From an optimization exercise on the open Yosys and OpenROAD flow, aimed at small area and a short achievable clock period; shortcuts taken in it are not production practice.
Power and IR drop assume default switching activity.

## P
## ArithmaticUnit
module ArithmaticUnit(
		input wire clock_i, isWb_i, enable_i,
		input wire [4:0] wbAddress_i,
		input wire [6:0] opCode_i,
		input wire [15:0] pOperand_i, sOperand_i,
		output reg wbEnable_o,
		output reg [4:0] wbAddress_o,
		output reg [15:0] wbData_o,
		output reg [1:0] statusWriteback_o  
    );
	wire [15:0] P = pOperand_i;
	wire [15:0] S = sOperand_i;
	wire mul = opCode_i[1] & opCode_i[0];
	wire sub = opCode_i[1] & ~opCode_i[0];
	wire as  = opCode_i[1] ^ opCode_i[0];
	wire [7:0] one, two, neg;
	assign one[0] = opCode_i[0] ? (~opCode_i[1] | P[0]) : opCode_i[1];
	assign two[0] = opCode_i[1] & opCode_i[0] & P[1] & ~P[0];
	assign neg[0] = opCode_i[1] & (~opCode_i[0] | P[1]);
	genvar k;
	generate for (k = 1; k < 8; k = k + 1) begin : enc
		assign one[k] = mul & (P[2*k] ^ P[2*k-1]);
		assign two[k] = mul & ((P[2*k+1] & ~P[2*k] & ~P[2*k-1]) | (~P[2*k+1] & P[2*k] & P[2*k-1]));
		assign neg[k] = mul & P[2*k+1];
	end endgenerate
	wire pp0_0_n; pa_nand2 u_pp0_0_n (.a(one[0]), .b(S[0]), .y(pp0_0_n));
	wire pp0_0; pa_xnor2 u_pp0_0 (.a(pp0_0_n), .b(neg[0]), .y(pp0_0));
	wire pp0_1_n; pa_aoi22 u_pp0_1_n (.a(one[0]), .b(S[1]), .c(two[0]), .d(S[0]), .y(pp0_1_n));
	wire pp0_1; pa_xnor2 u_pp0_1 (.a(pp0_1_n), .b(neg[0]), .y(pp0_1));
	wire pp0_2_n; pa_aoi22 u_pp0_2_n (.a(one[0]), .b(S[2]), .c(two[0]), .d(S[1]), .y(pp0_2_n));
	wire pp0_2; pa_xnor2 u_pp0_2 (.a(pp0_2_n), .b(neg[0]), .y(pp0_2));
	wire pp0_3_n; pa_aoi22 u_pp0_3_n (.a(one[0]), .b(S[3]), .c(two[0]), .d(S[2]), .y(pp0_3_n));
	wire pp0_3; pa_xnor2 u_pp0_3 (.a(pp0_3_n), .b(neg[0]), .y(pp0_3));
	wire pp0_4_n; pa_aoi22 u_pp0_4_n (.a(one[0]), .b(S[4]), .c(two[0]), .d(S[3]), .y(pp0_4_n));
	wire pp0_4; pa_xnor2 u_pp0_4 (.a(pp0_4_n), .b(neg[0]), .y(pp0_4));
  ...
Size: ~490 cells after synthesis, about 24 flip-flops, ~4500 um^2 of cells after synthesis.
export LEC_CHECK = 0
export CAP_MARGIN = 20
export CORE_MARGIN = 2
export CORE_UTILIZATION = 60
export SETUP_SLACK_MARGIN = 2.8
export SLEW_MARGIN = 20
export SYNTH_HIERARCHICAL = 1
export SYNTH_MINIMUM_KEEP_SIZE = 0
create_clock -name core_clock -period 8.0 [get_ports {clock_i}]
standard.sh (not shown) runs the stock make flow with config.mk's settings and CLKGATE_MAP_FILE= SYNTH_SCRIPT=/design/flow/synth_recipe.tcl, a recipe that flattens the netlist after the stock synthesis.
==> flow/flow/run.sh <==
#!/bin/bash
# Standard ORFS layout, with smaller port buffers and free cell resizing.
set -euo pipefail
bash standard.sh MATCH_CELL_FOOTPRINT=0 ABC_LOAD_IN_FF=1 "BUFFER_PORTS_ARGS=-buffer_cell sky130_fd_sc_hd__buf_1" finish > make_finish.log 2>&1
No stage failed in P, and the final checks on the layout all came back clean.
What Q does differently from P at the input level:
- a change of SETUP_SLACK_MARGIN from 2.8 to 2.5
[summary]
- Looking at area growth from synthesis to layout across P and Q, the one that comes out lower is Q.
- Taking P as the reference, in Q post-CTS clock slew at the launch and capture registers of the worst setup and hold paths has remained practically unchanged; layout multi-input combinational cell count has remained practically unchanged; combinational share of power has decreased; share of the core filled with cells in the final layout has decreased; multi-input logic portion of the cell area has increased.
- Total wire length after detailed routing delta (Q − P): favourable
No run of this note included a check of the RTL's function; only the layout flow was run.

---

lagoon:
ArithmaticUnit, a different RTL version from the one above (not shown whole).
Size in the first run: ~490 cells after synthesis, ~24 flip-flops, about 71 I/O pins, about 4500 um2 of cells after synthesis.
export LEC_CHECK = 0
export CAP_MARGIN = 20
export CORE_MARGIN = 2
export CORE_UTILIZATION = 60
export SETUP_SLACK_MARGIN = 2.5
export SLEW_MARGIN = 20
export SYNTH_HIERARCHICAL = 1
export SYNTH_MINIMUM_KEEP_SIZE = 0
create_clock -name core_clock -period 8.0 [get_ports {clock_i}]
Scripts as last shown in full above: flow/flow/run.sh
lagoon: flow completed, timing, DRC and antenna clean
Input changes introduced in tundra (baseline for comparison: lagoon):
--- a/flow/config.mk
+++ b/flow/config.mk
@@ -10,3 +10,3 @@
 export CORE_UTILIZATION = 60
-export SETUP_SLACK_MARGIN = 2.5
+export SETUP_SLACK_MARGIN = 2.0
 export SLEW_MARGIN = 20
--- outcome ---
- tundra reports a lower non-clock buffer count than lagoon does.
- | fraction of area in clock buffers and inverters | tundra vs lagoon | ≈ equal |
- tundra vs lagoon — final critical-path required period rose 280 ps.
- In the metrics for lagoon and tundra, the one carrying the lower sequential share of layout area is lagoon.
- tundra against lagoon; power dissipated by switching net loads is down by a little under 10%.
- Summary: final area, tundra better than lagoon
- For number of sinks driven by the clock tree, lagoon and tundra come out practically identical.
The inputs of maple differ from those of tundra as listed below.
--- a/flow/config.mk
+++ b/flow/config.mk
@@ -10,3 +10,3 @@
 export CORE_UTILIZATION = 60
-export SETUP_SLACK_MARGIN = 2.0
+export SETUP_SLACK_MARGIN = 3.0
 export SLEW_MARGIN = 20
Findings:
Of the two values seen for critical path startpoint, opCode_i[0] was produced by tundra and opCode_i[1] by maple. | post-layout instance area | maple vs tundra | worse |. Of maple and tundra, it is maple that has the higher area growth from synthesis to layout. Compared to tundra, maple has combinational share of power 6.7 points higher. tundra ended up with sky130_fd_sc_hd__or4_1 as its highest-delay cell along the critical path; maple ended up with sky130_fd_sc_hd__xor2_1.
For yarrow, these inputs were changed with respect to maple:
--- a/flow/config.mk
+++ b/flow/config.mk
@@ -10,3 +10,3 @@
 export CORE_UTILIZATION = 60
-export SETUP_SLACK_MARGIN = 3.0
+export SETUP_SLACK_MARGIN = 0
 export SLEW_MARGIN = 20
Notes after the runs:
- yarrow reached the final stage; the timing, design-rule and antenna checks on its layout passed.
- | sequential portion of the cell area | lower: maple |
- Delta (yarrow minus maple): wire length on met2 decreased by 1.6 mm relative to the old numbers, total via count after detailed routing decreased by about 12% relative to the old numbers.
- Lower final area goes to yarrow over maple.
- Lower combinational cell fraction of total power goes to yarrow over maple.
- Of yarrow and maple, yarrow shows the lower combinational cell power, with maple above it.
- yarrow vs maple: non-filler instance count after layout down by more than 10%
- [yarrow] wire length on met1 fell about 10% relative to maple
No run of this note included a check of the RTL's function; only the layout flow was run.

==> afterwards: timing with drivers on the ports <==
No port has a modelled driver above. Below, the same layouts with a new extraction and two added sets of constraints. Step 1 (the two cells are an assumption about what drives the block):
set clk [get_ports {clock_i}]
set_driving_cell -lib_cell sky130_fd_sc_hd__clkbuf_16 $clk
set_driving_cell -lib_cell sky130_fd_sc_hd__buf_2 [delete_from_list [all_inputs] $clk]
Step 2 adds t to the input delays and takes it off the output delays; t is the mean of the earliest and latest rising clock arrival at the registers after step 1. Input paths then give back, and output paths get back, about the clock's delay inside the block. Three values: no drivers, after step 1, after step 2; two values: the first two.
run	shift t [ns]	setup WS [ns]	clock arrival spread, ns
P	0.289	2.923 / 2.915 / 2.626	0.011 / 0.011
Q	0.288	2.673 / 2.678 / 2.390	0.007 / 0.008
lagoon	0.303	2.529 / 2.538 / 2.235	0.020 / 0.020
tundra	0.301	2.252 / 2.257 / 1.956	0.007 / 0.007
maple	0.312	2.715 / 2.708 / 2.396	0.006 / 0.006
yarrow	0.300	1.389 / 1.396 / 1.096	0.006 / 0.006
After both steps every run listed still meets setup and hold. For maple, which loses most, drivers alone change the setup slack by -0.007 ns; drivers and shift together by -0.319 ns.
